Context: an optimization exercise on an open-source flow, tuned for a short achievable clock period and few clock cycles. The choices shown serve that exercise and are no tape-out recipe. Only simulation tests tie the RTL to the original design; equivalence was not proved. No activity file was given, so power comes from the tool's default toggle rates.

## flow/design.v

```verilog
module alu_module (
    input  [9:0]  alu_sel,      
    input         alu_arith,    
    input  [31:0] alu_input_a,  
    input  [31:0] alu_input_b,
    input  [31:0] alu_other_a,  
    input  [31:0] alu_other_b,
    input  [31:0] alu_link,     
    input         alu_lt,       
    input         alu_ltu,      
    input         alu_gate_a,   
    input         alu_gate_b,   
    output [31:0] alu_output_result,
    output [31:0] alu_result_a,
    output [31:0] alu_result_b
);
    wire [31:0] sum = alu_input_a + alu_input_b;
    wire [31:0] dif = alu_input_a - alu_input_b;
    wire [31:0] sll = alu_other_a << alu_other_b[4:0];
    wire [31:0] srl = $signed({alu_arith & alu_other_a[31], alu_other_a}) >>> alu_other_b[4:0];
    wire [9:0] sel_a = alu_sel & {10{alu_gate_a}};
    wire [9:0] sel_b = alu_sel & {10{alu_gate_b}};
    assign alu_result_a =
          ({32{sel_a[0]}} & sum)
        | ({32{sel_a[1]}} & sll)
        | ({32{sel_a[2]}} & srl)
        | ({32{sel_a[3]}} & (alu_other_a ^ alu_other_b))
        | ({32{sel_a[4]}} & (alu_other_a | alu_other_b))
        | ({32{sel_a[5]}} & (alu_other_a & alu_other_b))
        | {31'b0, sel_a[6] & alu_lt}
        | {31'b0, sel_a[7] & alu_ltu}
        | ({32{sel_a[8]}} & alu_link)
        | ({32{sel_a[9]}} & dif);
    assign alu_result_b =
          ({32{sel_b[0]}} & sum)
        | ({32{sel_b[1]}} & sll)
        | ({32{sel_b[2]}} & srl)
        | ({32{sel_b[3]}} & (alu_other_a ^ alu_other_b))
        | ({32{sel_b[4]}} & (alu_other_a | alu_other_b))
        | ({32{sel_b[5]}} & (alu_other_a & alu_other_b))
        | {31'b0, sel_b[6] & alu_lt}
        | {31'b0, sel_b[7] & alu_ltu}
        | ({32{sel_b[8]}} & alu_link)
        | ({32{sel_b[9]}} & dif);
    assign alu_output_result =
          ({32{alu_sel[0]}} & sum)
        | ({32{alu_sel[1]}} & sll)
        | ({32{alu_sel[2]}} & srl)
        | ({32{alu_sel[3]}} & (alu_other_a ^ alu_other_b))
        | ({32{alu_sel[4]}} & (alu_other_a | alu_other_b))
        | ({32{alu_sel[5]}} & (alu_other_a & alu_other_b))
        | {31'b0, alu_sel[6] & alu_lt}
        | {31'b0, alu_sel[7] & alu_ltu}
        | ({32{alu_sel[8]}} & alu_link)
        | ({32{alu_sel[9]}} & dif);
endmodule
module compare_unit (
    input  [31:0] a,
    input  [31:0] b,
    output        eq,
    output        lt,
    output        ltu
);
    wire [31:0] e0 = {1'b1, ~(a[30:0] ^ b[30:0])};
    wire [31:0] l0 = {1'b0, ~a[30:0] & b[30:0]};
    wire [15:0] e1, l1;
    wire [7:0]  e2, l2;
    wire [3:0]  e3, l3;
    wire [1:0]  e4, l4;
    genvar i;
    generate
        for (i = 0; i < 16; i = i + 1) begin : t1
            assign e1[i] = e0[2*i+1] & e0[2*i];
            assign l1[i] = l0[2*i+1] | (e0[2*i+1] & l0[2*i]);
        end
        for (i = 0; i < 8; i = i + 1) begin : t2
            assign e2[i] = e1[2*i+1] & e1[2*i];
            assign l2[i] = l1[2*i+1] | (e1[2*i+1] & l1[2*i]);
        end
        for (i = 0; i < 4; i = i + 1) begin : t3
            assign e3[i] = e2[2*i+1] & e2[2*i];
            assign l3[i] = l2[2*i+1] | (e2[2*i+1] & l2[2*i]);
        end
        for (i = 0; i < 2; i = i + 1) begin : t4
            assign e4[i] = e3[2*i+1] & e3[2*i];
            assign l4[i] = l3[2*i+1] | (e3[2*i+1] & l3[2*i]);
        end
    endgenerate
    wire e_lo = e4[1] & e4[0];                        
    wire l_lo = l4[1] | (e4[1] & l4[0]);             
    wire e_hi = ~(a[31] ^ b[31]);
    assign eq  = e_hi & e_lo;
    assign ltu = (~a[31] & b[31]) | (e_hi & l_lo);
    assign lt  = (a[31] & ~b[31]) | (e_hi & l_lo);
endmodule
module register_file (
    input clk,
    input wire [4:0] read_reg1,
    input wire [4:0] read_reg2,
    input wire [4:0] write_reg,
    input wire write_enable,
    input wire [31:0] write_data,
    output reg [31:0] read_data1,
    output reg [31:0] read_data2
);
    reg [31:0] registers [1:31];
    genvar g;
    generate
        for (g = 1; g < 32; g = g + 1) begin : gr
            always @(posedge clk)
                if (write_enable && write_reg == g)
                    registers[g] <= write_data;
        end
    endgenerate
    integer i;
    always @(*) begin
        read_data1 = 32'b0;
        read_data2 = 32'b0;
        for (i = 1; i < 32; i = i + 1) begin
            read_data1 = read_data1 | ({32{read_reg1 == i}} & registers[i]);
            read_data2 = read_data2 | ({32{read_reg2 == i}} & registers[i]);
        end
    end
endmodule
module cpu (
    input         clk,
    input         reset_n,
    input         mmu_mem_ready,
    input [31:0]  mmu_data_out,
    output        mmu_write_enable,
    output        mmu_read_enable,
    output        mmu_mem_signed_read,
    output [ 1:0] mmu_mem_data_width,
    output [31:0] mmu_address,
    output [31:0] mmu_data_in,
    output wire [31:0] uart_data,
    output        rf_write_enable,
    output [ 4:0] rf_write_reg,
    output [31:0] rf_write_data
);
    assign mmu_write_enable = 1'b0;
    assign mmu_read_enable = 1'b1;
    assign mmu_mem_signed_read = 1'b0;
    assign mmu_mem_data_width = 2'b11;
    assign mmu_data_in = 32'b0;
    localparam NB = 16;         
    reg  [7:0] f_idx;           
    reg        f_first;         
    reg  [7:0] o_addr;          
    reg        d_valid;
    reg  [7:0] d_idx;
    reg        d_hit;           
    reg  [1:0] d_ctr;
    reg        e_valid;
    reg        j_mis;           
    reg  [7:0] j_tgt;           
    reg  [7:0] e_idx;
    reg  [21:0] e_hi;           
    reg  [21:0] e_hi_inc;       
    reg         hq_v;           
    reg  [21:0] hq_jalr, hq_tgt, hq_seq;
    reg         hq_jr, hq_tk;
    reg  [31:0] e_a, e_b, e_imm;
    reg  [31:0] e_an, e_bn;     
    reg  [4:0] e_rd;
    reg        e_writes;
    reg  [9:0] e_sel;
    reg        e_arith;
    reg        e_is_br, e_is_jal, e_is_jalr, e_ret;
    reg        e_c_eq, e_c_lt, e_c_ltu, e_inv;    
    reg        e_x1, e_x0;      
    reg  [7:0] e_tgt, e_r1, e_r0, e_pn, e_seq;
    reg        e_c10;           
    reg        e_cseq;          
    reg        e_hit;
    reg  [1:0] e_ctr;
    reg        w_we_n;
    reg  [4:0] w_rd_n;
    reg [31:0] w_res_n;
    reg        o_we;
    reg  [4:0] o_rd;
    reg [31:0] o_res;
    reg [31:0] uart_q;
    reg  [7:0] ras;             
    reg        u_v;             
    reg  [7:0] u_idx, u_tgt;
    reg        u_ret, u_br, u_hit, u_tk, u_back;
    reg  [1:0] u_ctr;
    reg  [NB-1:0] btb_v;
    reg  [7:0] btb_tag [0:NB-1];
    reg  [NB-1:0] btb_ret;
    reg  [1:0] btb_ctr [0:NB-1];
    reg  [3:0] btb_iter [0:NB-1];   
    reg  [3:0] btb_trip [0:NB-1];   
    reg  [7:0] btb_nxt [0:NB-1];    
    reg  [3:0] btb_ptr;             
    wire       w_we = ~w_we_n;
    wire [4:0] w_rd = ~w_rd_n;
    wire [31:0] w_res = ~w_res_n;
    assign mmu_address = {22'b0, o_addr, 2'b00};
    assign rf_write_enable = o_we;
    assign rf_write_reg = o_rd;
    assign rf_write_data = o_res;
    assign uart_data = uart_q;
    wire [NB-1:0] f_m;
    wire [NB-1:0] e_m;
    reg  [NB-1:0] u_en;         
    reg        u_alloc;         
    reg  [7:0] f_nxt;
    reg  [1:0] f_ctr;
    genvar gi;
    generate
        for (gi = 0; gi < NB; gi = gi + 1) begin : bm
            assign f_m[gi] = btb_v[gi] && btb_tag[gi] == f_idx;
            assign e_m[gi] = btb_v[gi] && btb_tag[gi] == e_idx;
        end
    endgenerate
    integer k;
    always @(*) begin
        f_nxt = 8'd0;
        f_ctr = 2'd0;
        for (k = 0; k < NB; k = k + 1) begin
            f_nxt = f_nxt | ({8{f_m[k]}} & btb_nxt[k]);
            f_ctr = f_ctr | ({2{f_m[k]}} & btb_ctr[k]);
        end
    end
    wire f_hit = |f_m;
    wire f_ret = |(f_m & btb_ret);
    wire [7:0] f_pred = !f_hit ? f_idx + 8'd1 : f_ret ? ras : f_nxt;
    wire [31:0] ir = mmu_data_out;
    wire [6:0] opc = ir[6:0];
    wire [2:0] f3 = ir[14:12];
    wire d_is_op   = opc == 7'b0110011;
    wire d_is_opi  = opc == 7'b0010011;
    wire d_is_br   = opc == 7'b1100011;
    wire d_is_jal  = opc == 7'b1101111;
    wire d_is_jalr = opc == 7'b1100111;
    wire [4:0] d_rd  = ir[11:7];
    wire [4:0] d_rs1 = ir[19:15];
    wire [4:0] d_rs2 = ir[24:20];
    wire d_alu = d_is_op | d_is_opi;
    wire d_writes = (d_alu | d_is_jal | d_is_jalr) && d_rd != 5'd0;
    wire [31:0] imm_i = {{20{ir[31]}}, ir[31:20]};
    wire [31:0] imm_b = {{20{ir[31]}}, ir[7], ir[30:25], ir[11:8], 1'b0};
    wire [31:0] imm_j = {{12{ir[31]}}, ir[19:12], ir[20], ir[30:21], 1'b0};
    wire [31:0] res, res_a, res_b;
    wire ev = e_valid & !j_mis;     
    wire e_wr = ev & e_writes;
    wire [31:0] rf1, rf2;
    register_file regfile (
        .clk(clk),
        .read_reg1(d_rs1),
        .read_reg2(d_rs2),
        .write_reg(w_rd),
        .write_enable(w_we),
        .write_data(w_res),
        .read_data1(rf1),
        .read_data2(rf2)
    );
    wire byp1 = e_wr && e_rd == d_rs1;
    wire byp2 = e_wr && e_rd == d_rs2 && !d_is_opi;
    wire byp1_w = w_we && w_rd == d_rs1;
    wire byp2_w = w_we && w_rd == d_rs2;
    wire [31:0] rf1w = byp1_w ? w_res : rf1;
    wire [31:0] rf2w = byp2_w ? w_res : rf2;
    wire [31:0] d_a = res_a | ({32{!byp1}} & rf1w);
    wire [31:0] d_b = res_b | ({32{!byp2 && !d_is_opi}} & rf2w) | ({32{d_is_opi}} & imm_i);
    wire [7:0] d_seq = d_idx + 8'd1;
    wire [7:0] delta = f_idx - d_idx;
    wire [8:0] d_tgt_b = {1'b0, d_idx} + {1'b0, imm_b[9:2]};
    wire [8:0] d_tgt_j = {1'b0, d_idx} + {1'b0, imm_j[9:2]};
    wire [7:0] d_tgt = d_is_jal ? d_tgt_j[7:0] : d_tgt_b[7:0];
    wire [7:0] d_off = d_is_jal ? imm_j[9:2] : imm_b[9:2];
    wire d_ret = d_is_jalr && d_rs1 == 5'd1;
    wire d_redir_t = !d_hit && (d_is_jal || (d_is_br && ir[31]));
    wire d_redir_r = !d_hit && d_ret;
    wire d_redir = d_valid && (d_redir_t || d_redir_r);
    wire d_tgt_ok = d_redir_t || (!d_redir_r && delta == d_off);
    wire d_seq_ok = d_redir_t ? (d_off == 8'd1) : d_redir_r ? (ras == d_seq) : (delta == 8'd1);
    wire [7:0] d_pn = d_redir_r ? ras : f_idx;    
    wire d_inv = f3[0];         
    wire [21:0] d_imm_hi = d_is_jal ? imm_j[31:10] : imm_b[31:10];
    wire d_c10 = d_is_jal ? d_tgt_j[8] : d_tgt_b[8];
    wire d_hi_t = !((d_imm_hi == 22'd0 && !d_c10) || (d_imm_hi == 22'h3fffff && d_c10));
    wire d_hi_s = d_idx == 8'hff;
    wire d_bad_t = !d_tgt_ok || d_hi_t;     
    wire d_bad_s = !d_seq_ok || d_hi_s;     
    wire [9:0] d_sel;
    assign d_sel[0] = (d_is_op && f3 == 3'b000 && !ir[30]) || (d_is_opi && f3 == 3'b000);
    assign d_sel[1] = d_alu && f3 == 3'b001;
    assign d_sel[2] = d_alu && f3 == 3'b101;
    assign d_sel[3] = d_alu && f3 == 3'b100;
    assign d_sel[4] = d_alu && f3 == 3'b110;
    assign d_sel[5] = d_alu && f3 == 3'b111;
    assign d_sel[6] = d_alu && f3 == 3'b010;
    assign d_sel[7] = d_alu && f3 == 3'b011;
    assign d_sel[8] = d_is_jal || d_is_jalr;
    assign d_sel[9] = d_is_op && f3 == 3'b000 && ir[30];
    wire eq, lt, ltu;
    compare_unit cmp (.a(e_a), .b(e_b), .eq(eq), .lt(lt), .ltu(ltu));
    wire [21:0] hi_seq = e_cseq ? e_hi_inc : e_hi;
    wire [21:0] hi_tgt = e_hi + e_imm[31:10] + {21'b0, e_c10};
    wire [31:0] link = {hi_seq, e_seq, 2'b00};
    alu_module alu (
        .alu_sel(e_sel),
        .alu_arith(e_arith),
        .alu_input_a(e_a),
        .alu_input_b(e_b),
        .alu_other_a(~e_an),
        .alu_other_b(~e_bn),
        .alu_link(link),
        .alu_lt(lt),
        .alu_ltu(ltu),
        .alu_gate_a(byp1),
        .alu_gate_b(byp2),
        .alu_output_result(res),
        .alu_result_a(res_a),
        .alu_result_b(res_b)
    );
    wire cond = (e_c_eq & eq) | (e_c_lt & lt) | (e_c_ltu & ltu);
    wire taken = (e_is_br & (cond ^ e_inv)) | e_is_jal;
    wire [31:0] jalr_t = e_a + e_imm;
    wire [7:0] jalr_idx = jalr_t[9:2];
    wire [9:0] ja = e_a[9:0], jb = e_imm[9:0];
    wire [9:0] jk = {e_pn, 2'b00};
    wire jc2 = (ja[1] & jb[1]) | ((ja[1] ^ jb[1]) & ja[0] & jb[0]);
    wire [9:3] jc = (ja[8:2] & jb[8:2]) | ((ja[8:2] ^ jb[8:2]) & ~jk[8:2]);
    wire jalr_ok_lo = ((ja[9:2] ^ jb[9:2] ^ jk[9:2]) == {jc, jc2});
    wire [31:10] ha_ = e_a[31:10], hb_ = e_imm[31:10], hk_ = e_hi;
    wire [31:11] hc = (ha_[30:10] & hb_[30:10]) | ((ha_[30:10] ^ hb_[30:10]) & ~hk_[30:10]);
    wire hi_rest = ((ha_[31:11] ^ hb_[31:11] ^ hk_[31:11]) == hc);
    wire [10:0] lo_sum = {1'b0, ja} + {1'b0, jb};
    wire hi_b10 = ha_[10] ^ hb_[10] ^ hk_[10];
    wire jalr_ok = jalr_ok_lo && hi_rest && (hi_b10 == lo_sum[10]);
    wire jm = ev && e_is_jalr && !jalr_ok;
    wire e_mis = ev && (cond ? e_x1 : e_x0);
    wire d_ok = d_valid && !e_mis && !j_mis;
    wire e_ctl = ev && (e_is_br || e_is_jal || e_is_jalr);    
    wire [1:0] ctr_inc = (u_ctr == 2'd3) ? 2'd3 : u_ctr + 2'd1;
    wire [1:0] ctr_dec = (u_ctr == 2'd0) ? 2'd0 : u_ctr - 2'd1;
    wire [1:0] ctr_new = !u_br ? 2'd3 : !u_hit ? (u_tk ? 2'd3 : 2'd1) : (u_tk ? ctr_inc : ctr_dec);
    reg  [3:0] e_iter_cur, e_trip_cur;      
    always @(*) begin
        e_iter_cur = 4'd0;
        e_trip_cur = 4'd0;
        for (k = 0; k < NB; k = k + 1) begin
            e_iter_cur = e_iter_cur | ({4{e_m[k]}} & btb_iter[k]);
            e_trip_cur = e_trip_cur | ({4{e_m[k]}} & btb_trip[k]);
        end
    end
    wire e_alloc = e_m == {NB{1'b0}};
    wire [3:0] e_iter_inc = (e_iter_cur == 4'hf) ? 4'hf : e_iter_cur + 4'd1;
    wire [3:0] e_iter_t = e_alloc ? 4'd1 : e_iter_inc;
    wire [3:0] e_trip_t = e_alloc ? 4'd0 : e_trip_cur;
    wire [3:0] e_trip_n = e_alloc ? 4'd1 : (e_iter_cur == 4'hf) ? 4'd0 : e_iter_inc;
    wire e_lv_t = e_imm[31] && e_trip_t != 4'd0;            
    wire e_lv_n = e_imm[31] && e_trip_n != 4'd0;
    wire e_lt_t = ({1'b0, e_iter_t} + 5'd1) < {1'b0, e_trip_t};    
    wire e_lt_n = 4'd1 < e_trip_n;
    reg  [3:0] u_iter_t, u_trip_t, u_trip_n;
    reg        u_lv_t, u_lv_n, u_lt_t, u_lt_n;
    reg  [7:0] u_seq;
    wire [3:0] iter_new = u_tk ? u_iter_t : 4'd0;
    wire [3:0] trip_new = u_tk ? u_trip_t : u_trip_n;
    wire lv = u_tk ? u_lv_t : u_lv_n;
    wire lt_ = u_tk ? u_lt_t : u_lt_n;
    wire pred_tk = !u_br || (lv ? lt_ : ctr_new[1]);
    wire [7:0] nxt_new = pred_tk ? u_tgt : u_seq;
    wire [7:0] f_other = (d_valid && d_redir_t) ? d_tgt : (d_valid && d_redir_r) ? ras : f_pred;
    wire mis1 = ev && e_x1, mis0 = ev && e_x0;
    wire m1 = mis1 || f_first || j_mis;
    wire m0 = mis0 || f_first || j_mis;
    wire [7:0] r1 = j_mis ? j_tgt : f_first ? 8'd1 : e_r1;
    wire [7:0] r0 = j_mis ? j_tgt : f_first ? 8'd1 : e_r0;
    wire [7:0] f1 = m1 ? r1 : f_other;
    wire [7:0] f0 = m0 ? r0 : f_other;
    wire [7:0] f_next = cond ? f1 : f0;
    wire dv1 = !mis1 && !d_redir && !j_mis, dv0 = !mis0 && !d_redir && !j_mis;
    wire d_valid_next = cond ? dv1 : dv0;
    wire e_valid_next = cond ? (!mis1 && !j_mis && d_valid) : (!mis0 && !j_mis && d_valid);
    always @(posedge clk, negedge reset_n) begin
        if (!reset_n) begin
            f_first <= 1'b1;
            o_addr <= 8'd0;
            d_valid <= 1'b0;
            e_valid <= 1'b0;
            j_mis <= 1'b0;
            o_we <= 1'b0;
            w_we_n <= 1'b1;
            e_hi <= 22'd0;
            e_hi_inc <= 22'd1;
            hq_v <= 1'b0;
            ras <= 8'd0;
            u_v <= 1'b0;
            btb_v <= {NB{1'b0}};
            btb_ptr <= 4'd0;
            u_en <= {NB{1'b0}};
        end else begin
            f_first <= 1'b0;
            o_addr <= f_next;
            d_valid <= d_valid_next;
            e_valid <= e_valid_next;
            j_mis <= jm;
            o_we <= e_wr;
            w_we_n <= ~e_wr;
            hq_v <= e_mis || jm;
            if (hq_v) begin
                e_hi <= hq_jr ? hq_jalr : hq_tk ? hq_tgt : hq_seq;
                e_hi_inc <= (hq_jr ? hq_jalr : hq_tk ? hq_tgt : hq_seq) + 22'd1;
            end
            if (d_valid && (d_is_jal || d_is_jalr) && d_rd == 5'd1)
                ras <= d_seq;
            u_v <= e_ctl;
            if (e_ctl && e_m == {NB{1'b0}})
                btb_ptr <= btb_ptr + 4'd1;
            for (k = 0; k < NB; k = k + 1)
                if (u_en[k])
                    btb_v[k] <= 1'b1;
            u_en <= {NB{e_ctl}} & ((e_m == {NB{1'b0}}) ? ({{(NB-1){1'b0}}, 1'b1} << btb_ptr) : e_m);
        end
    end
    always @(posedge clk) begin
        f_idx <= f_next;
        d_idx <= f_first ? 8'd0 : f_idx;
        d_hit <= f_hit;
        d_ctr <= f_ctr;
        e_idx <= d_idx;
        e_a <= d_a;
        e_b <= d_b;
        e_an <= ~d_a;
        e_bn <= ~d_b;
        e_imm <= d_is_jal ? imm_j : d_is_br ? imm_b : imm_i;
        e_rd <= d_rd;
        e_writes <= d_writes;
        e_sel <= d_sel;
        e_arith <= ir[30];
        e_is_br <= d_is_br;
        e_is_jal <= d_is_jal;
        e_is_jalr <= d_is_jalr;
        e_ret <= d_ret;
        e_c_eq <= d_is_br && f3[2:1] == 2'b00;
        e_c_lt <= d_is_br && f3[2:1] == 2'b10;
        e_c_ltu <= d_is_br && f3[2:1] == 2'b11;
        e_inv <= d_inv;
        if (d_is_br) begin
            e_x1 <= d_inv ? d_bad_s : d_bad_t;
            e_x0 <= d_inv ? d_bad_t : d_bad_s;
            e_r1 <= d_inv ? d_seq : d_tgt;
            e_r0 <= d_inv ? d_tgt : d_seq;
        end else begin
            e_x1 <= d_is_jal ? d_bad_t : !d_is_jalr && d_bad_s;
            e_x0 <= d_is_jal ? d_bad_t : !d_is_jalr && d_bad_s;
            e_r1 <= d_is_jal ? d_tgt : d_seq;
            e_r0 <= d_is_jal ? d_tgt : d_seq;
        end
        e_tgt <= d_tgt;
        e_c10 <= d_c10;
        hq_jalr <= jalr_t[31:10];
        hq_tgt <= hi_tgt;
        hq_seq <= hi_seq;
        hq_jr <= e_is_jalr;
        hq_tk <= taken;
        e_seq <= d_seq;
        e_cseq <= d_idx == 8'hff;
        e_pn <= d_pn;
        e_hit <= d_hit;
        e_ctr <= d_ctr;
        w_rd_n <= ~e_rd;
        w_res_n <= ~res;
        o_rd <= e_rd;
        o_res <= res;
        if (o_we && o_rd == 5'd5)
            uart_q <= o_res;
        u_idx <= e_idx;
        u_alloc <= e_m == {NB{1'b0}};
        u_iter_t <= e_iter_t;
        u_trip_t <= e_trip_t;
        u_trip_n <= e_trip_n;
        u_lv_t <= e_lv_t;
        u_lv_n <= e_lv_n;
        u_lt_t <= e_lt_t;
        u_lt_n <= e_lt_n;
        u_seq <= e_seq;
        u_ret <= e_ret;
        u_ctr <= e_ctr;
        u_hit <= e_hit;
        u_br <= e_is_br;
        u_tk <= taken;
        u_back <= e_imm[31];
        u_tgt <= e_is_jalr ? jalr_idx : e_tgt;
        j_tgt <= jalr_idx;
        for (k = 0; k < NB; k = k + 1) begin
            if (u_en[k]) begin
                btb_tag[k] <= u_idx;
                btb_ret[k] <= u_ret;
                btb_ctr[k] <= ctr_new;
                btb_nxt[k] <= nxt_new;
                btb_iter[k] <= iter_new;
                btb_trip[k] <= trip_new;
            end
        end
    end
endmodule
```

## flow/flow/run.sh

```bash
#!/bin/bash
# Layout flow: the standard flow (standard.sh) with two changes in
# synthesis, both after the register mapping, which stays the standard flow's own:
#  - ABC maps the logic with flow/abc_map.script (delay-oriented standard-cell
#    mapping) in place of ORFS's abc_speed.script;
#  - flow/upsize.tcl sets the combinational cells of drive strength 0 and 1
#    to drive strength 2 (same function and pins), so that the weakest cells
#    do not drive the longer wires.
# Every later step of the layout is the standard flow's own. Each tool's output goes to
# the ORFS logs under orfs/logs; make's own output goes to own_flow.log.
set -euo pipefail
W=$(pwd)
F=$W/flow
tail -n 1 "$W/synth_recipe.tcl" | grep -q '^write_verilog'
{
  echo 'proc abc {args} {'
  echo '  set i [lsearch $args -script]'
  echo "  if {\$i >= 0} { lset args [expr {\$i+1}] {$F/abc_map.script} }"
  echo '  yosys abc {*}$args'
  echo '}'
  head -n -1 "$W/synth_recipe.tcl"
  echo "source {$F/upsize.tcl}"
  tail -n 1 "$W/synth_recipe.tcl"
} > "$W/own_synth.tcl"
sed "s#SYNTH_SCRIPT=[^ ]*#SYNTH_SCRIPT=$W/own_synth.tcl#" "$W/standard.sh" > "$W/own_standard.sh"
grep -q "SYNTH_SCRIPT=$W/own_synth.tcl" "$W/own_standard.sh"
bash "$W/own_standard.sh" > "$W/own_flow.log" 2>&1
```

## flow/flow/abc_map.script

```
strash
dch -f
map -B 0.9
topo
```

## flow/flow/upsize.tcl

```tcl
chtype -set sky130_fd_sc_hd__a2111o_2 t:sky130_fd_sc_hd__a2111o_1
chtype -set sky130_fd_sc_hd__a2111oi_2 t:sky130_fd_sc_hd__a2111oi_0
chtype -set sky130_fd_sc_hd__a2111oi_2 t:sky130_fd_sc_hd__a2111oi_1
chtype -set sky130_fd_sc_hd__a211o_2 t:sky130_fd_sc_hd__a211o_1
chtype -set sky130_fd_sc_hd__a211oi_2 t:sky130_fd_sc_hd__a211oi_1
chtype -set sky130_fd_sc_hd__a21bo_2 t:sky130_fd_sc_hd__a21bo_1
chtype -set sky130_fd_sc_hd__a21boi_2 t:sky130_fd_sc_hd__a21boi_0
chtype -set sky130_fd_sc_hd__a21boi_2 t:sky130_fd_sc_hd__a21boi_1
chtype -set sky130_fd_sc_hd__a21o_2 t:sky130_fd_sc_hd__a21o_1
chtype -set sky130_fd_sc_hd__a21oi_2 t:sky130_fd_sc_hd__a21oi_1
chtype -set sky130_fd_sc_hd__a221o_2 t:sky130_fd_sc_hd__a221o_1
chtype -set sky130_fd_sc_hd__a221oi_2 t:sky130_fd_sc_hd__a221oi_1
chtype -set sky130_fd_sc_hd__a22o_2 t:sky130_fd_sc_hd__a22o_1
chtype -set sky130_fd_sc_hd__a22oi_2 t:sky130_fd_sc_hd__a22oi_1
chtype -set sky130_fd_sc_hd__a2bb2o_2 t:sky130_fd_sc_hd__a2bb2o_1
chtype -set sky130_fd_sc_hd__a2bb2oi_2 t:sky130_fd_sc_hd__a2bb2oi_1
chtype -set sky130_fd_sc_hd__a311o_2 t:sky130_fd_sc_hd__a311o_1
chtype -set sky130_fd_sc_hd__a311oi_2 t:sky130_fd_sc_hd__a311oi_1
chtype -set sky130_fd_sc_hd__a31o_2 t:sky130_fd_sc_hd__a31o_1
chtype -set sky130_fd_sc_hd__a31oi_2 t:sky130_fd_sc_hd__a31oi_1
chtype -set sky130_fd_sc_hd__a32o_2 t:sky130_fd_sc_hd__a32o_1
chtype -set sky130_fd_sc_hd__a32oi_2 t:sky130_fd_sc_hd__a32oi_1
chtype -set sky130_fd_sc_hd__a41o_2 t:sky130_fd_sc_hd__a41o_1
chtype -set sky130_fd_sc_hd__a41oi_2 t:sky130_fd_sc_hd__a41oi_1
chtype -set sky130_fd_sc_hd__and2_2 t:sky130_fd_sc_hd__and2_0
chtype -set sky130_fd_sc_hd__and2_2 t:sky130_fd_sc_hd__and2_1
chtype -set sky130_fd_sc_hd__and2b_2 t:sky130_fd_sc_hd__and2b_1
chtype -set sky130_fd_sc_hd__and3_2 t:sky130_fd_sc_hd__and3_1
chtype -set sky130_fd_sc_hd__and3b_2 t:sky130_fd_sc_hd__and3b_1
chtype -set sky130_fd_sc_hd__and4_2 t:sky130_fd_sc_hd__and4_1
chtype -set sky130_fd_sc_hd__and4b_2 t:sky130_fd_sc_hd__and4b_1
chtype -set sky130_fd_sc_hd__and4bb_2 t:sky130_fd_sc_hd__and4bb_1
chtype -set sky130_fd_sc_hd__fa_2 t:sky130_fd_sc_hd__fa_1
chtype -set sky130_fd_sc_hd__ha_2 t:sky130_fd_sc_hd__ha_1
chtype -set sky130_fd_sc_hd__maj3_2 t:sky130_fd_sc_hd__maj3_1
chtype -set sky130_fd_sc_hd__mux2_2 t:sky130_fd_sc_hd__mux2_1
chtype -set sky130_fd_sc_hd__mux4_2 t:sky130_fd_sc_hd__mux4_1
chtype -set sky130_fd_sc_hd__nand2_2 t:sky130_fd_sc_hd__nand2_1
chtype -set sky130_fd_sc_hd__nand2b_2 t:sky130_fd_sc_hd__nand2b_1
chtype -set sky130_fd_sc_hd__nand3_2 t:sky130_fd_sc_hd__nand3_1
chtype -set sky130_fd_sc_hd__nand3b_2 t:sky130_fd_sc_hd__nand3b_1
chtype -set sky130_fd_sc_hd__nand4_2 t:sky130_fd_sc_hd__nand4_1
chtype -set sky130_fd_sc_hd__nand4b_2 t:sky130_fd_sc_hd__nand4b_1
chtype -set sky130_fd_sc_hd__nand4bb_2 t:sky130_fd_sc_hd__nand4bb_1
chtype -set sky130_fd_sc_hd__nor2_2 t:sky130_fd_sc_hd__nor2_1
chtype -set sky130_fd_sc_hd__nor2b_2 t:sky130_fd_sc_hd__nor2b_1
chtype -set sky130_fd_sc_hd__nor3_2 t:sky130_fd_sc_hd__nor3_1
chtype -set sky130_fd_sc_hd__nor3b_2 t:sky130_fd_sc_hd__nor3b_1
chtype -set sky130_fd_sc_hd__nor4_2 t:sky130_fd_sc_hd__nor4_1
chtype -set sky130_fd_sc_hd__nor4b_2 t:sky130_fd_sc_hd__nor4b_1
chtype -set sky130_fd_sc_hd__nor4bb_2 t:sky130_fd_sc_hd__nor4bb_1
chtype -set sky130_fd_sc_hd__o2111a_2 t:sky130_fd_sc_hd__o2111a_1
chtype -set sky130_fd_sc_hd__o2111ai_2 t:sky130_fd_sc_hd__o2111ai_1
chtype -set sky130_fd_sc_hd__o211a_2 t:sky130_fd_sc_hd__o211a_1
chtype -set sky130_fd_sc_hd__o211ai_2 t:sky130_fd_sc_hd__o211ai_1
chtype -set sky130_fd_sc_hd__o21a_2 t:sky130_fd_sc_hd__o21a_1
chtype -set sky130_fd_sc_hd__o21ai_2 t:sky130_fd_sc_hd__o21ai_0
chtype -set sky130_fd_sc_hd__o21ai_2 t:sky130_fd_sc_hd__o21ai_1
chtype -set sky130_fd_sc_hd__o21ba_2 t:sky130_fd_sc_hd__o21ba_1
chtype -set sky130_fd_sc_hd__o21bai_2 t:sky130_fd_sc_hd__o21bai_1
chtype -set sky130_fd_sc_hd__o221a_2 t:sky130_fd_sc_hd__o221a_1
chtype -set sky130_fd_sc_hd__o221ai_2 t:sky130_fd_sc_hd__o221ai_1
chtype -set sky130_fd_sc_hd__o22a_2 t:sky130_fd_sc_hd__o22a_1
chtype -set sky130_fd_sc_hd__o22ai_2 t:sky130_fd_sc_hd__o22ai_1
chtype -set sky130_fd_sc_hd__o2bb2a_2 t:sky130_fd_sc_hd__o2bb2a_1
chtype -set sky130_fd_sc_hd__o2bb2ai_2 t:sky130_fd_sc_hd__o2bb2ai_1
chtype -set sky130_fd_sc_hd__o311a_2 t:sky130_fd_sc_hd__o311a_1
chtype -set sky130_fd_sc_hd__o311ai_2 t:sky130_fd_sc_hd__o311ai_0
chtype -set sky130_fd_sc_hd__o311ai_2 t:sky130_fd_sc_hd__o311ai_1
chtype -set sky130_fd_sc_hd__o31a_2 t:sky130_fd_sc_hd__o31a_1
chtype -set sky130_fd_sc_hd__o31ai_2 t:sky130_fd_sc_hd__o31ai_1
chtype -set sky130_fd_sc_hd__o32a_2 t:sky130_fd_sc_hd__o32a_1
chtype -set sky130_fd_sc_hd__o32ai_2 t:sky130_fd_sc_hd__o32ai_1
chtype -set sky130_fd_sc_hd__o41a_2 t:sky130_fd_sc_hd__o41a_1
chtype -set sky130_fd_sc_hd__o41ai_2 t:sky130_fd_sc_hd__o41ai_1
chtype -set sky130_fd_sc_hd__or2_2 t:sky130_fd_sc_hd__or2_0
chtype -set sky130_fd_sc_hd__or2_2 t:sky130_fd_sc_hd__or2_1
chtype -set sky130_fd_sc_hd__or2b_2 t:sky130_fd_sc_hd__or2b_1
chtype -set sky130_fd_sc_hd__or3_2 t:sky130_fd_sc_hd__or3_1
chtype -set sky130_fd_sc_hd__or3b_2 t:sky130_fd_sc_hd__or3b_1
chtype -set sky130_fd_sc_hd__or4_2 t:sky130_fd_sc_hd__or4_1
chtype -set sky130_fd_sc_hd__or4b_2 t:sky130_fd_sc_hd__or4b_1
chtype -set sky130_fd_sc_hd__or4bb_2 t:sky130_fd_sc_hd__or4bb_1
chtype -set sky130_fd_sc_hd__sedfxbp_2 t:sky130_fd_sc_hd__sedfxbp_1
chtype -set sky130_fd_sc_hd__sedfxtp_2 t:sky130_fd_sc_hd__sedfxtp_1
chtype -set sky130_fd_sc_hd__xnor2_2 t:sky130_fd_sc_hd__xnor2_1
chtype -set sky130_fd_sc_hd__xnor3_2 t:sky130_fd_sc_hd__xnor3_1
chtype -set sky130_fd_sc_hd__xor2_2 t:sky130_fd_sc_hd__xor2_1
chtype -set sky130_fd_sc_hd__xor3_2 t:sky130_fd_sc_hd__xor3_1
```

## flow/standard.sh

```bash
#!/bin/bash
# synth_recipe.tcl (not shown) runs the flow's synth.tcl, then flattens the netlist and writes it again
# the make line also repeats each setting of config.mk as NAME=value (left out here)
make -C /OpenROAD-flow-scripts/flow DESIGN_CONFIG=/design/flow/config.mk WORK_HOME=/design/flow/orfs CLKGATE_MAP_FILE= SYNTH_SCRIPT=/design/flow/synth_recipe.tcl "${@:-finish}"
```

## flow/config.mk

```make
export PLATFORM = sky130hd
export DESIGN_NAME = cpu
export DESIGN_NICKNAME = cpu
export VERILOG_FILES = /design/flow/design.v
export SDC_FILE = /design/flow/constraint.sdc
export NUM_CORES = 8
export LEC_CHECK = 0
export ABC_CLOCK_PERIOD_IN_PS = 2400
export CAP_MARGIN = 20
export CORE_MARGIN = 2
export CORE_UTILIZATION = 40
export PLACE_DENSITY = 0.5
export SETUP_SLACK_MARGIN = 4.3
export SLEW_MARGIN = 20
```

## flow/constraint.sdc

```tcl
create_clock -name core_clock -period 6.7 [get_ports {clk}]
set_input_delay 1.3400 -clock core_clock [delete_from_list [all_inputs] [get_ports {clk}]]
set_output_delay 1.3400 -clock core_clock [all_outputs]
set_load 0.01 [all_outputs]
```

==> run notes, run 1 <==
* Outcome: no timing/DRC/antenna violations
* DR WL/cell at 33.8 µm
* Worst Setup Start Kind: register
* Row cnt at 202
* Setup ws final at 3.41 ns
* Total track usage at 0.350
* Worst slack, placed at 1.17 ns
* Routed met1 length at 230000 µm
* Worst vdd rail ir drop at 248 µV
* Vias per cell at 5.61
* Post-DP HPWL at 350000 µm
* CP Capture Type: register
* Synthesized instance count at 10383
* Met2 WL at 249000 µm
* Leakage at 60.7 nW
* Antenna viol nets, final at 0
* CTS Buf Count at 236
* Vias at 92434
* Global route total overflow at 0
* GP Congestion at 0.913
* Final Setup Violations at 0
* Total clock sinks at 2001
* HP Class: input port to async pin
* Most frequent cells in the layout: nand2_2 (2308), edfxtp_1 (1456), clkinv_1 (1139)
* Die Wd at 557 µm
* Crit share post-route at 0.490
* Die Area at 310000 µm²
* I/O pins at 174
* Final Hold Viols at 0
* Multi-input gate area at 70400 µm²
* Ys Warns at 8
* 1st-iter DRT viols at 9667
* Post-Route WL at 558000 µm
* Antenna violations before repair at 15
* CTS HTree Levels at 4
* Quantity of hold-fixing buffers added after cts at 0
* Slew Limit Fails at 0
* Worst-skew pair later-pin latency at 1.00 ns
* Mapped Avg Cell Area at 11.8 µm²
* Met3 WL at 40500 µm
* CTS tree: yes
* Setup TNS at 0 ns
* Fin crit period at 3.29 ns
* Reg area at 55500 µm²
* Initial Util at 0.403
* Worst path max stage delay at 0.40 ns
* Slew Limit Headroom at 0.181
* CP required at 7.59 ns
* Global-route wire length before repair at 750000 µm
* Clock Skew at 0.123 ns
* Core area at 303000 µm²
* Fillers at 25631
* Slowest-stage cell, CP: dfxtp_4
* Critical path arrival at 4.18 ns
* Port Buffers at 111
* Drt pass-1 iters at 6
* Worst-Margin Slew at 1.23 ns
* Residual DRC at 0
* Sequence of cells on the critical path: buf_8 > buf_12 > xor2_4 > nor3b_2 > buf_6 > buf_12 > nand3_2 > nand4_4 > nor2_4 > nand2_2 > ha_4 > nand3_4 > nand2_4 > ha_4 > clkinv_4 > xor2_4 > clkinv_2 > ha_4 > nand2_2 > clkinv_1 > nand2_2 > a21oi_2 > nor2_2
* Worst-path clk slew at 0.06 ns
* Power Density at 268 nW/µm²
* Fmax at 304 MHz
* Crit path max fanout at 7
* Largest net degree at the start of global routing at 72
* CTS max path bufs at 4
* Clock tree root buffer cell: clkbuf_16
* Layout cells sized above 1 at 0.749
* Top layer in use: met5
* Synthesized cell area at 122000 µm²
* Total Nets Final at 12603
* Unrepaired setup endpoints after global routing: true
* Vias in the first global route at 90734
* Area growth, synth to finish at 35.5%
* Total of max-cap violations at 0
* Most common cell after layout, fill and taps aside: nand2_2
* Critical path class: register to register
* Die height at 557 µm
-- report_power, final --
group	switching (mW)	internal (mW)	leakage [nW]
registers	0.825	14.1	18.2
logic	9.72	6.15	38.6
clock network	5.70	7.88	3.95
-- critical path, delay by kind of cell, from the launching register on --
family / cells / cell delay (ns)
AND/OR/NAND/NOR: 10 / 0.92
buffers and inverters: 7 / 0.81
adder cells (fa/ha/maj): 3 / 0.60
flip-flops: 1 / 0.40
XOR/XNOR: 2 / 0.34
AO/OA/AOI/OAI: 1 / 0.13
-- state kept, by name, indices dropped and copies added, names as in the netlist, 64 cells and up --
| signal | flops |
|---|---|
| btb_iter | 64 |
| btb_nxt | 128 |
| btb_tag | 128 |
| btb_trip | 64 |
| regfile.registers | 992 |
-- worst paths after layout --
path / start / end / slack (ns) / cells after the start
setup / recovery: e_idx[6]$_DFF_P_ / u_lt_t$_DFF_P_ / 3.41 / 23
hold / removal: reset_n / u_en[14]$_DFF_PN0_ / 0.33 / 1
setup reg to reg: e_idx[6]$_DFF_P_ / u_lt_t$_DFF_P_ / 3.41 / 23
hold reg to reg: e_ctr[0]$_DFF_P_ / u_ctr[0]$_DFF_P_ / 0.33 / 0
max in group asynchronous: reset_n / e_hi[15]$_DFFE_PN0P_ / 5.18 / 2
min in group core_clock: e_ctr[0]$_DFF_P_ / u_ctr[0]$_DFF_P_ / 0.33 / 0
-- metrics by stage --
| step | area [µm²] | instances | hold slack (ns) | power [mW] | utilization |
|---|---|---|---|---|---|
| 5_1_grt | 166000 | 16470 | 0.324 | 45.8 | 0.546 |
| 6_report | 166000 | 16477 | 0.326 | 44.4 | 0.546 |
| 3_3_place_gp | 132000 | 14656 | 0.315 | 27.0 | 0.434 |
| 2_1_floorplan | 125000 | 10443 | 0.310 | 23.4 | - |
| 3_5_place_dp | 132000 | 14656 | 0.312 | 27.1 | 0.434 |
| 4_1_cts | 159000 | 16098 | 0.291 | 43.5 | 0.525 |
-- area by class of cell --
| type | count | share of cell area |
|---|---|---|
| antenna | 8 | 0.000121 |
| clock buffer | 313 | 0.0401 |
| clock inverter | 125 | 0.00850 |
| inverter | 1428 | 0.0474 |
| multi-input combinational | 6961 | 0.425 |
| sequential | 2001 | 0.335 |
| tap | 3978 | 0.0301 |
| timing repair buffer | 1621 | 0.109 |
| timing repair inverter | 42 | 0.00472 |
-- layer usage --
layer,GRT usage,vias to the layer above
met1,0.465,47115
met5,0,-
met2,0.547,4099
met4,0.184,6
li1,-,39964
met3,0.0584,1250
-- what timing repair did --
item                                    4_1_cts  5_1_grt
endpoints found under the setup margin     1303      653
pin swaps                                   592      531
gates resized for setup                    2225      552
cloned                                       59       11
buffers inserted                            945      352
Testbench counts, summed over its fixed seeds: cycles 33,940.
==> run 2, diff against run 1 <==
--- a/flow/design.v
+++ b/flow/design.v
@@ -203,7 +203,8 @@
     assign rf_write_data = o_res;
     assign uart_data = uart_q;
     wire [NB-1:0] f_m;
-    wire [NB-1:0] e_m;
+    wire [NB-1:0] d_m;          
+    reg  [NB-1:0] e_m;          
     reg  [NB-1:0] u_en;         
     reg        u_alloc;         
     reg  [7:0] f_nxt;
@@ -212,7 +213,7 @@
     generate
         for (gi = 0; gi < NB; gi = gi + 1) begin : bm
             assign f_m[gi] = btb_v[gi] && btb_tag[gi] == f_idx;
-            assign e_m[gi] = btb_v[gi] && btb_tag[gi] == e_idx;
+            assign d_m[gi] = btb_v[gi] && btb_tag[gi] == d_idx;
         end
     endgenerate
     integer k;
@@ -339,13 +340,14 @@
     wire [1:0] ctr_inc = (u_ctr == 2'd3) ? 2'd3 : u_ctr + 2'd1;
     wire [1:0] ctr_dec = (u_ctr == 2'd0) ? 2'd0 : u_ctr - 2'd1;
     wire [1:0] ctr_new = !u_br ? 2'd3 : !u_hit ? (u_tk ? 2'd3 : 2'd1) : (u_tk ? ctr_inc : ctr_dec);
-    reg  [3:0] e_iter_cur, e_trip_cur;      
+    reg  [3:0] d_iter_cur, d_trip_cur;      
+    reg  [3:0] e_iter_cur, e_trip_cur;
     always @(*) begin
-        e_iter_cur = 4'd0;
-        e_trip_cur = 4'd0;
+        d_iter_cur = 4'd0;
+        d_trip_cur = 4'd0;
         for (k = 0; k < NB; k = k + 1) begin
-            e_iter_cur = e_iter_cur | ({4{e_m[k]}} & btb_iter[k]);
-            e_trip_cur = e_trip_cur | ({4{e_m[k]}} & btb_trip[k]);
+            d_iter_cur = d_iter_cur | ({4{d_m[k]}} & btb_iter[k]);
+            d_trip_cur = d_trip_cur | ({4{d_m[k]}} & btb_trip[k]);
         end
     end
     wire e_alloc = e_m == {NB{1'b0}};
@@ -473,6 +475,9 @@
             uart_q <= o_res;
         u_idx <= e_idx;
         u_alloc <= e_m == {NB{1'b0}};
+        e_m <= d_m;
+        e_iter_cur <= d_iter_cur;
+        e_trip_cur <= d_trip_cur;
         u_iter_t <= e_iter_t;
         u_trip_t <= e_trip_t;
         u_trip_n <= e_trip_n;
==> run 2 against run 1 <==
  * Design area down 2.7%
  * Non-clock buffer count is 133 lower
  * Final cell count fell by 2.8%
  * Clock power about the same
  * Largest cell class unchanged
  * Die area fell by 1.3%
  * Clock skew fell by 0.015 ns
  * Still clean
  * Global-route usage down 0.42 points
  * Worst hold slack lost 0.0012 ns
  * Highest routed layer unchanged
  * Sequential share of layout area rose by 1.2 points
  * Sequential cell count grew 24
  * First-iteration DRC count is 15% lower
==> run notes, run 2 <==
* Crit path to: e_a[20]$_DFF_P_
* Worst Setup Start Kind: input port
* HP Class: register to register
* DR WL/cell at 33.8 µm (-0.17%)
* CP required at 7.43 ns (-0.16 ns)
* Setup TNS at 0 ns (unchanged)
* CP startpoint: mmu_data_out[18]
* Reg area at 56000 µm² (+0.75%)
* 1st-iter DRT viols at 8188 (-15%)
* Initial Util at 0.402 (-0.000808)
* CTS tree: yes
* Largest net degree at the start of global routing at 58 (-19%)
* Final Setup Violations at 0 (unchanged)
* Total of max-cap violations at 0 (unchanged)
* Worst vdd rail ir drop at 268 µV (+8.0%)
* Power Density at 270 nW/µm² (+0.63%)
* Mapped Avg Cell Area at 12.0 µm² (+1.5%)
* Total clock sinks at 2025 (+1.2%)
* CTS Buf Count at 237 (+0.42%)
* Total power at 43.4 mW (-2.1%)
* Ys Warns at 8 (unchanged)
* Clock Skew at 0.107 ns (-0.0152 ns)
* Global route total overflow at 0 (unchanged)
* Worst-skew pair later-pin latency at 0.96 ns (-0.04 ns)
* Outcome: no timing/DRC/antenna violations
* Layout cells sized above 1 at 0.740 (-0.00961)
* Core area at 300000 µm² (-1.2%)
* Fin crit period at 3.11 ns (-0.173 ns)
* Fillers at 25575 (-0.22%)
* I/O pins at 174 (unchanged)
* CP Capture Type: register
* Critical path class: input port to register
* Total track usage at 0.346 (-0.00422)
* Vias in the first global route at 88640 (-2.3%)
* Register name with the most flops: regfile.registers
* Synthesized instance count at 10087 (-2.9%)
* Largest registers: regfile.registers: 992 flops, btb_nxt: 128 flops, btb_tag: 128 flops
* Post-DP HPWL at 343000 µm (-2.2%)
* Most common cell after layout, fill and taps aside: nand2_2
* Worst flop-to-flop path startpoint: e_b[0]$_DFF_P_
* Final Hold Viols at 0 (unchanged)
* Vias per cell at 5.60 (-0.17%)
* Vias at 89733 (-2.9%)
* Crit share post-route at 0.465 (-0.0258)
* Antenna violations before repair at 10 (-5)
* Crit path max fanout at 5 (-2)
* Capturing point of the worst reg2reg path: e_a[24]$_DFF_P_
* Total Nets Final at 12167 (-3.5%)
* Post-Route WL at 541000 µm (-2.9%)
* Slew Limit Headroom at 0.229 (+0.0482)
* Row cnt at 201 (-0.50%)
* Slew Limit Fails at 0 (unchanged)
* Cells on worst reg2reg path at 15 (-35%)
* Drt pass-1 iters at 5 (-1)
* Synthesized cell area at 121000 µm² (-1.4%)
* Global-route wire length before repair at 735000 µm (-2.0%)
* Worst-path clk slew at 0.06 ns (about the same)
* Residual DRC at 0 (unchanged)
* Leakage at 58.6 nW (-3.4%)
* Die height at 553 µm (-0.68%)
* CTS HTree Levels at 4 (unchanged)
* Area growth, synth to finish at 33.6%
* Clock tree root buffer cell: clkbuf_16
* GP Congestion at 0.948 (+3.8%)
* Die Area at 306000 µm² (-1.3%)
* CTS max path bufs at 4 (unchanged)
* Multi-input gate area at 67700 µm² (-3.7%)
* Most frequent cells in the layout: nand2_2 (2168), edfxtp_1 (1456), clkinv_1 (1104)
* Antenna viol nets, final at 0 (unchanged)
* Die Wd at 553 µm (-0.68%)
* Unrepaired setup endpoints after global routing: true
* Port Buffers at 111 (unchanged)
* Fmax at 321 MHz (+5.6%)
* Critical path arrival at 3.84 ns (-0.34 ns)
* Number of flip-flops in the largest register at 992 (unchanged)
* Reg2reg setup slack at 3.80 ns (+0.39 ns)
* Worst-Margin Slew at 1.16 ns (-0.0721 ns)
[run 2: changes by cell type in the layout (fill, tap and decap cells not counted), sizes merged, moves of 20 or more]
| cell | previous run | this run |
|---|---|---|
| a221oi | 154 | 191 |
| nand2 | 2585 | 2427 |
| buf | 1596 | 1462 |
| clkinv | 1450 | 1425 |
| inv | 112 | 88 |
| nand3 | 565 | 435 |
| dfxtp | 442 | 466 |
| nor3 | 98 | 118 |
| xnor2 | 80 | 56 |
| o22ai | 234 | 258 |
| nor2 | 789 | 738 |
| o21ai | 606 | 636 |
[run 2: worst min path at each step]
stage,start,to,slack (ns),cells past startpoint
after detailed placement,e_idx[3]$_DFF_P_,u_idx[3]$_DFF_P_,0.31,0
after CTS,e_idx[7]$_DFF_P_,u_idx[7]$_DFF_P_,0.32,0
after floorplan,d_ctr[0]$_DFF_P_,e_ctr[0]$_DFF_P_,0.31,0
after global routing,e_idx[2]$_DFF_P_,u_idx[2]$_DFF_P_,0.33,0
final,e_idx[7]$_DFF_P_,u_idx[7]$_DFF_P_,0.32,0
after global placement,e_idx[7]$_DFF_P_,u_idx[7]$_DFF_P_,0.31,0
[run 2: final cells by class]
| class | instances | share of cell area |
|---|---|---|
| Timing Repair Buffer | 1488 | 0.102 |
| Clock buffer | 319 | 0.0403 |
| Sequential cell | 2025 | 0.347 |
| Clock inverter | 122 | 0.00814 |
| Tap cell | 3958 | 0.0307 |
| Antenna cell | 8 | 0.000124 |
| Multi-Input combinational cell | 6673 | 0.421 |
| Inverter | 1395 | 0.0466 |
| Timing Repair inverter | 35 | 0.00423 |
[run 2: what timing repair did]
item	in CTS	in global routing
gates resized for setup	2254	459
endpoints found under the setup margin	798	643
cloned	67	5
buffers inserted	834	269
hold buffers	0	0
pin swaps	546	504
[run 2: per-stage QoR]
stage	hold WS, ns	util	std cells	instance area [µm²]	setup WS, ns
2_1_floorplan	0.310	-	10147	123000	3.05
3_3_place_gp	0.310	0.434	14395	130000	1.14
3_5_place_dp	0.312	0.435	14397	130000	1.07
4_1_cts	0.324	0.522	15739	156000	3.60
5_1_grt	0.329	0.537	16017	161000	3.65
6_report	0.325	0.537	16023	161000	3.59
[run 2: where the power goes]
group / total (mW) / switching [mW] / internal, mW
registers: 15.0 / 0.763 / 14.3
clock network: 13.3 / 5.61 / 7.64
logic: 15.2 / 9.29 / 5.88
total: 43.4 / 15.7 / 27.8
[run 2: layer usage]
metal	vias up	wire, µm	track usage
met5	-	151	0
met1	46041	223000	0.453
met4	2	41100	0.210
met3	1130	35700	0.0534
li1	38949	-	-
met2	3611	241000	0.537
[run 2: worst max-delay path: stages]
cell       delay, ns
buf_12          0.11
buf_12          0.14
nand2_8         0.08
buf_12          0.11
clkinv_8        0.04
nand3_4         0.10
buf_12          0.16
clkinv_16       0.09
nand2_8         0.06
o21ai_4         0.06
nor4_4          0.95
nand4_2         0.28
nand3_2         0.18
nand2_4         0.10
Testbench counts of run 2, summed over its fixed seeds: cycles 33,940.
==> run 3, diff against run 2 <==
--- a/flow/design.v
+++ b/flow/design.v
@@ -100,6 +100,7 @@
     input wire [4:0] write_reg,
     input wire write_enable,
     input wire [31:0] write_data,
+    input wire [31:1] read_mask,    
     output reg [31:0] read_data1,
     output reg [31:0] read_data2
 );
@@ -117,8 +118,8 @@
         read_data1 = 32'b0;
         read_data2 = 32'b0;
         for (i = 1; i < 32; i = i + 1) begin
-            read_data1 = read_data1 | ({32{read_reg1 == i}} & registers[i]);
-            read_data2 = read_data2 | ({32{read_reg2 == i}} & registers[i]);
+            read_data1 = read_data1 | ({32{read_reg1 == i && !read_mask[i]}} & registers[i]);
+            read_data2 = read_data2 | ({32{read_reg2 == i && !read_mask[i]}} & registers[i]);
         end
     end
 endmodule
@@ -255,17 +256,23 @@
         .write_reg(w_rd),
         .write_enable(w_we),
         .write_data(w_res),
+        .read_mask(rmask),
         .read_data1(rf1),
         .read_data2(rf2)
     );
     wire byp1 = e_wr && e_rd == d_rs1;
     wire byp2 = e_wr && e_rd == d_rs2 && !d_is_opi;
-    wire byp1_w = w_we && w_rd == d_rs1;
-    wire byp2_w = w_we && w_rd == d_rs2;
-    wire [31:0] rf1w = byp1_w ? w_res : rf1;
-    wire [31:0] rf2w = byp2_w ? w_res : rf2;
-    wire [31:0] d_a = res_a | ({32{!byp1}} & rf1w);
-    wire [31:0] d_b = res_b | ({32{!byp2 && !d_is_opi}} & rf2w) | ({32{d_is_opi}} & imm_i);
+    wire byp1_w = w_we && w_rd == d_rs1 && !(e_wr && e_rd == d_rs1);
+    wire byp2_w = w_we && w_rd == d_rs2 && !(e_wr && e_rd == d_rs2);
+    wire [31:1] rmask;
+    genvar gm;
+    generate
+        for (gm = 1; gm < 32; gm = gm + 1) begin : rm
+            assign rmask[gm] = (e_wr && e_rd == gm) || (w_we && w_rd == gm);
+        end
+    endgenerate
+    wire [31:0] d_a = res_a | rf1 | ({32{byp1_w}} & w_res);
+    wire [31:0] d_b = res_b | ({32{!d_is_opi}} & (rf2 | ({32{byp2_w}} & w_res))) | ({32{d_is_opi}} & imm_i);
     wire [7:0] d_seq = d_idx + 8'd1;
     wire [7:0] delta = f_idx - d_idx;
     wire [8:0] d_tgt_b = {1'b0, d_idx} + {1'b0, imm_b[9:2]};
==> run 3 against run 2 <==
  * Die area rose by 2.5%
  * Non-clock buffer count rose by 34
  * Sequential power barely moved
  * Fmax fell by 5.2%
  * Global-route usage rose by 3.4 points
  * Still clean
  * Via count rose by 7.2%
==> run notes, run 3 <==
* Antenna viol nets, final at 0 (unchanged)
* CP Capture Type: register
* Leakage at 59.9 nW (+2.2%)
* Fillers at 26819 (+4.9%)
* CTS tree: yes
* Drt pass-1 iters at 6 (+1)
* Power Density at 260 nW/µm² (-3.6%)
* Post-Route WL at 617000 µm (+14%)
* Most common cell after layout, fill and taps aside: nand2_2
* Final instance area at 163000 µm² (+1.5%)
* Quantity of hold-fixing buffers added after cts at 0 (unchanged)
* Total Nets Final at 12726 (+4.6%)
* Area growth, synth to finish at 32.3%
* Vias per cell at 5.74 (+2.5%)
* Total power at 42.5 mW (-2.2%)
* Clock tree root buffer cell: clkbuf_16
* Total track usage at 0.380 (+0.0341)
* Ys Warns at 8 (unchanged)
* Worst-path clk slew at 0.06 ns (about the same)
* Worst slack, placed at 1.01 ns (-0.0611 ns)
* Total of max-cap violations at 0 (unchanged)
* Fin crit period at 3.28 ns (+0.172 ns)
* Slew Limit Headroom at 0.202 (-0.0268)
* Hold path startpoint: e_idx[1]$_DFF_P_
* GP Congestion at 0.935 (-1.4%)
* Worst Setup Start Kind: register
* Synthesized instance count at 10630 (+5.4%)
* Number of flip-flops in the largest register at 992 (unchanged)
* Cells on worst reg2reg path at 17 (+2)
* Worst Hold End: u_idx[1]$_DFF_P_
* Die Area at 313000 µm² (+2.5%)
* Non-filler cells, final at 16760 (+4.6%)
* Reg area at 56000 µm² (about the same)
* Worst-skew pair later-pin latency at 1.00 ns (+0.04 ns)
* Die Wd at 560 µm (+1.2%)
* Global-route wire length before repair at 813000 µm (+11%)
* Largest net degree at the start of global routing at 66 (+14%)
* Dpl cell area at 133000 µm² (+2.3%)
* Hold depth at 0 (unchanged)
* Capturing point of the worst reg2reg path: e_a[21]$_DFF_P_
* Worst path max stage delay at 0.50 ns (-0.45 ns)
* CP required at 7.48 ns (+0.05 ns)
* CTS HTree Levels at 4 (unchanged)
* Post-DP HPWL at 388000 µm (+13%)
* Outcome: no timing/DRC/antenna violations
* Most frequent cells in the layout: nand2_2 (2451), edfxtp_1 (1456), clkinv_1 (1210)
* Multi-input gate area at 68900 µm² (+1.7%)
* Crit path max fanout at 7 (+2)
* Final Setup Violations at 0 (unchanged)
* Initial Util at 0.401 (-0.00116)
* Residual DRC at 0 (unchanged)
* Slowest-stage cell, CP: dfrtp_4
* Global route total overflow at 0 (unchanged)
* Layout cells sized above 1 at 0.743 (+0.00328)
* Critical path class: register to register
* Port Buffers at 111 (unchanged)
* Setup ws final at 3.42 ns (-0.172 ns)
* Vias at 96164 (+7.2%)
* 1st-iter DRT viols at 11090 (+35%)
* CTS max path bufs at 4 (unchanged)
* Core area at 308000 µm² (+2.8%)
* Dpl cells at 15129 (+5.1%)
* Slew Limit Fails at 0 (unchanged)
* Crit share post-route at 0.490 (+0.0256)
* Worst-Margin Slew at 1.20 ns (+0.0402 ns)
* CTS Buf Count at 238 (+0.42%)
* Sequence of cells on the critical path: nor2_4 > nand2_8 > nor2_4 > buf_12 > buf_12 > nand2_4 > nand3_4 > clkinv_16 > buf_4 > nand2_2 > o2111ai_2 > nor3_2 > nand2_2 > nor2_4 > nand3_2 > nor2_4 > clkinv_1
* Largest registers: regfile.registers: 992 flops, btb_nxt: 128 flops, btb_tag: 128 flops
* Reg2reg setup slack at 3.42 ns (-0.38 ns)
* Fmax at 304 MHz (-5.2%)
* Setup TNS at 0 ns (unchanged)
* Synthesized cell area at 124000 µm² (+2.5%)
* Die height at 560 µm (+1.2%)
* Mapped Avg Cell Area at 11.6 µm² (-2.8%)
* Clock Skew at 0.132 ns (+0.0246 ns)
* Register name with the most flops: regfile.registers
* Worst vdd rail ir drop at 249 µV (-6.8%)
* Worst flop-to-flop path startpoint: j_mis$_DFF_PN0_
* I/O pins at 174 (unchanged)
* DR WL/cell at 36.8 µm (+9.0%)
* Critical path arrival at 4.06 ns (+0.22 ns)
* Final Hold Viols at 0 (unchanged)
* Antenna violations before repair at 40 (+30)
* Unrepaired setup endpoints after global routing: true
* Total clock sinks at 2025 (unchanged)
* Vias in the first global route at 92826 (+4.7%)
* Row cnt at 204 (+1.5%)
* HP Class: register to register
* Cell mode on critical path: nor2_4
## run 3: critical path, delay by kind of cell, from the launching register on
kind / cells / cell delay, ns
flip-flops: 1 / 0.50
buffers and inverters: 5 / 0.70
AND/OR/NAND/NOR: 11 / 1.74
AO/OA/AOI/OAI: 1 / 0.12
## run 3: cell type report
type	count	share of cell area
clock buffer	335	0.0415
tap	4120	0.0315
sequential	2025	0.343
multi-input combinational	7093	0.422
timing repair buffer	1522	0.107
timing repair inverter	21	0.00234
inverter	1513	0.0475
antenna	25	0.000383
clock inverter	106	0.00551
## run 3: per-layer routing
| metal | global-route usage | wire length (µm) |
|---|---|---|
| met1 | 0.493 | 243000 |
| met2 | 0.559 | 259000 |
| met3 | 0.108 | 66100 |
| met4 | 0.231 | 48900 |
| met5 | 0.00564 | 189 |
## run 3: how the worst max path moves through the flow
stage | start | endpoint | slack, ns | cells past startpoint
4_1_cts | j_mis$_DFF_PN0_ | e_a[21]$_DFF_P_ | 3.63 | 17
6_report | j_mis$_DFF_PN0_ | e_a[21]$_DFF_P_ | 3.42 | 17
5_1_grt | j_mis$_DFF_PN0_ | e_a[17]$_DFF_P_ | 3.37 | 16
3_3_place_gp | mmu_data_out[23] | e_b[7]$_DFF_P_ | 0.99 | 14
3_5_place_dp | mmu_data_out[23] | e_b[7]$_DFF_P_ | 1.01 | 14
2_1_floorplan | mmu_data_out[1] | e_bn[27]$_DFF_P_ | 2.74 | 13
## run 3: what timing repair did
| action | 4_1_cts | 5_1_grt |
|---|---|---|
| gates resized for setup | 2036 | 612 |
| endpoints found under the setup margin | 1509 | 789 |
| cloned | 37 | 12 |
| pin swaps | 342 | 377 |
| endpoints found under the hold margin | 0 | 0 |
| buffers inserted | 760 | 356 |
## run 3: stage by stage
step / util / hold WS (ns)
6_report: 0.530 / 0.326
5_1_grt: 0.530 / 0.332
4_1_cts: 0.510 / 0.325
3_5_place_dp: 0.433 / 0.312
3_3_place_gp: 0.433 / 0.310
2_1_floorplan: - / 0.310
## run 3: power breakdown
| part | switching [mW] | internal [mW] |
|---|---|---|
| sequential | 0.699 | 14.2 |
| combinational | 8.91 | 5.47 |
| clock | 5.71 | 7.48 |
| total | 15.3 | 27.2 |
Testbench counts of run 3, summed over its fixed seeds: cycles 33,940.
==> run 4, diff against run 3 <==
--- a/flow/design.v
+++ b/flow/design.v
@@ -165,6 +165,8 @@
     reg  [31:0] e_an, e_bn;     
     reg  [4:0] e_rd;
     reg        e_writes;
+    reg        e_const;         
+    reg  [9:0] e_cimm;          
     reg  [9:0] e_sel;
     reg        e_arith;
     reg        e_is_br, e_is_jal, e_is_jalr, e_ret;
@@ -281,11 +283,14 @@
     wire [7:0] d_off = d_is_jal ? imm_j[9:2] : imm_b[9:2];
     wire d_ret = d_is_jalr && d_rs1 == 5'd1;
     wire d_redir_t = !d_hit && (d_is_jal || (d_is_br && ir[31]));
-    wire d_redir_r = !d_hit && d_ret;
+    wire [9:0] d_csum = e_cimm + imm_i[9:0];
+    wire d_cj = !d_hit && d_is_jalr && !d_ret && ev && e_const && e_rd == d_rs1;
+    wire [7:0] d_rtgt = d_ret ? ras : d_csum[9:2];
+    wire d_redir_r = !d_hit && d_ret || d_cj;
     wire d_redir = d_valid && (d_redir_t || d_redir_r);
     wire d_tgt_ok = d_redir_t || (!d_redir_r && delta == d_off);
-    wire d_seq_ok = d_redir_t ? (d_off == 8'd1) : d_redir_r ? (ras == d_seq) : (delta == 8'd1);
-    wire [7:0] d_pn = d_redir_r ? ras : f_idx;    
+    wire d_seq_ok = d_redir_t ? (d_off == 8'd1) : d_redir_r ? (d_rtgt == d_seq) : (delta == 8'd1);
+    wire [7:0] d_pn = d_redir_r ? d_rtgt : f_idx;    
     wire d_inv = f3[0];         
     wire [21:0] d_imm_hi = d_is_jal ? imm_j[31:10] : imm_b[31:10];
     wire d_c10 = d_is_jal ? d_tgt_j[8] : d_tgt_b[8];
@@ -375,7 +380,7 @@
     wire lt_ = u_tk ? u_lt_t : u_lt_n;
     wire pred_tk = !u_br || (lv ? lt_ : ctr_new[1]);
     wire [7:0] nxt_new = pred_tk ? u_tgt : u_seq;
-    wire [7:0] f_other = (d_valid && d_redir_t) ? d_tgt : (d_valid && d_redir_r) ? ras : f_pred;
+    wire [7:0] f_other = (d_valid && d_redir_t) ? d_tgt : (d_valid && d_redir_r) ? d_rtgt : f_pred;
     wire mis1 = ev && e_x1, mis0 = ev && e_x0;
     wire m1 = mis1 || f_first || j_mis;
     wire m0 = mis0 || f_first || j_mis;
@@ -441,6 +446,8 @@
         e_imm <= d_is_jal ? imm_j : d_is_br ? imm_b : imm_i;
         e_rd <= d_rd;
         e_writes <= d_writes;
+        e_const <= d_is_opi && f3 == 3'b000 && d_rs1 == 5'd0;
+        e_cimm <= imm_i[9:0];
         e_sel <= d_sel;
         e_arith <= ir[30];
         e_is_br <= d_is_br;
==> run 4 against run 3 <==
  * Combinational power rose by 3%
  * Count of clock-buffer cells in the layout rose by 14
  * Sequential power barely moved
  * Synthesized cell count rose by 3.3%
  * Final cell count rose by 3.0%
  * Sequential cell count rose by 6
  * Highest routed layer unchanged
==> run notes, run 4 <==
* Outcome: no timing/DRC/antenna violations
* Int Pwr at 27.5 mW (+1.3%)
* I/O pins at 174 (unchanged)
* Unrepaired setup endpoints after global routing: true
* HP Class: register to register
* Most frequent cells in the layout: nand2_2 (2672), edfxtp_1 (1456), clkinv_1 (1147)
* Vias at 99671 (+3.6%)
* Drt pass-1 iters at 6 (unchanged)
* 1st-iter DRT viols at 11674 (+5.3%)
* Worst-path clk slew at 0.06 ns (about the same)
* CTS Buf Count at 239 (+0.42%)
* CTS tree: yes
* Total of max-cap violations at 0 (unchanged)
* Slew Limit Fails at 0 (unchanged)
* Quantity of hold-fixing buffers added after cts at 0 (unchanged)
* CTS HTree Levels at 4 (unchanged)
* Leakage at 62.2 nW (+3.9%)
* Synthesized instance count at 10977 (+3.3%)
* Residual DRC at 0 (unchanged)
* Fin Hold WS at 0.322 ns (-0.00309 ns)
* Crit share post-route at 0.494 (+0.00424)
* Clock Skew at 0.0852 ns (-0.0467 ns)
* Worst vdd rail ir drop at 227 µV (-9.0%)
* Core area at 312000 µm² (+1.2%)
* Post-DP HPWL at 403000 µm (+3.8%)
* Total Nets Final at 13219 (+3.9%)
* Critical path class: register to register
* Area growth, synth to finish at 34.7%
* Fmax at 302 MHz (-0.86%)
* Most common cell after layout, fill and taps aside: nand2_2
* Crit path max fanout at 7 (unchanged)
* Switching component of the power at 15.6 mW (+1.6%)
* GP Congestion at 0.955 (+2.1%)
* CP required at 7.47 ns (about the same)
* Mapped Avg Cell Area at 11.4 µm² (-1.7%)
* Worst-skew pair later-pin latency at 0.98 ns (-0.02 ns)
* Fin crit period at 3.31 ns (+0.0284 ns)
* Global-route wire length before repair at 840000 µm (+3.3%)
* Antenna viol nets, final at 0 (unchanged)
* Largest registers: regfile.registers: 992 flops, btb_nxt: 128 flops, btb_tag: 128 flops
* Total power at 43.1 mW (+1.4%)
* Ys Warns at 8 (unchanged)
* Initial Util at 0.402 (+0.00114)
* Synthesized cell area at 125000 µm² (+1.5%)
* Antenna violations before repair at 27 (-33%)
* Worst-Margin Slew at 1.23 ns (+0.0327 ns)
* Setup ws final at 3.39 ns (-0.0284 ns)
* Total track usage at 0.389 (+0.00949)
* CTS max path bufs at 4 (unchanged)
## run 4: final timing paths
kind                       cells past startpoint              from                     end
min                                            0  e_ctr[1]$_DFF_P_        u_ctr[1]$_DFF_P_
max                                           17   e_rd[4]$_DFF_P_         e_b[20]$_DFF_P_
min in group asynchronous                      1           reset_n    btb_v[6]$_DFFE_PN0P_
max reg2reg                                   17   e_rd[4]$_DFF_P_         e_b[20]$_DFF_P_
max in group asynchronous                      2           reset_n  btb_ptr[3]$_DFFE_PN0P_
min reg2reg                                    0  e_ctr[1]$_DFF_P_        u_ctr[1]$_DFF_P_
## run 4: worst max-delay path, stage by stage, from the launching register on
cell and delay (ns):
dfxtp_2 0.58, clkinv_1 0.27, nor2_4 0.18, buf_12 0.16, buf_4 0.12, nand2_2 0.07, nand3_2 0.09, buf_12 0.19
buf_12 0.17, buf_16 0.19, buf_4 0.20, o22ai_2 0.08, nor2_2 0.16, o2111ai_4 0.16, nor2_4 0.18, nand3_4 0.13
nand2_4 0.10, nand4_2 0.08
## run 4: area by class of cell
class                           count  area [µm²]
Tap cell                         4140        5180
Fill cell                       26812      143000
Timing Repair Buffer             1673       19600
Timing Repair inverter              7         144
Multi-Input combinational cell   7428       72500
Clock buffer                      349        6930
Sequential cell                  2031       56100
Inverter                         1519        7550
Clock inverter                    101         895
Antenna cell                       14        35.0
## run 4: power groups by stage
stage / clock network (mW) / logic [mW] / registers (mW)
final: 13.3 / 14.8 / 14.9
after global routing: 13.9 / 15.5 / 15.0
after CTS: 13.4 / 14.0 / 14.9
after detailed placement: 0 / 11.0 / 15.3
after global placement: 0 / 10.9 / 15.3
after floorplan: 0 / 7.45 / 15.2
## run 4: through the flow
stage,utilization,std cells,area [µm²]
floorplan,-,11037,127000
global placement,0.435,15560,136000
detailed placement,0.435,15560,136000
CTS,0.521,16884,162000
global route,0.542,17249,169000
finish,0.542,17262,169000
## run 4: routing by layer
| layer | track usage | vias up | part of all wire |
|---|---|---|---|
| li1 | - | 41698 | - |
| met4 | 0.220 | 8 | 0.072 |
| met3 | 0.112 | 1682 | 0.11 |
| met2 | 0.574 | 5649 | 0.42 |
| met1 | 0.509 | 50634 | 0.40 |
| met5 | 0.00283 | - | 0.00045 |
## run 4: repair_timing
action | in CTS | in global routing
gates cloned | 50 | 6
resized for setup | 2529 | 600
setup endpoints to repair | 1104 | 443
setup buffers | 824 | 358
pin swaps | 556 | 486
endpoints found under the hold margin | 0 | 0
Testbench counts of run 4, summed over its fixed seeds: cycles 33,670.

Re-timed with assumed drivers on the ports (clkbuf_16 on the clock, buf_2 on other inputs), run 4 has 3.387 ns of setup slack against 3.387 ns with ideal ports, and 2.551 ns once port delays also move by the mid clock arrival of 1.042 ns.
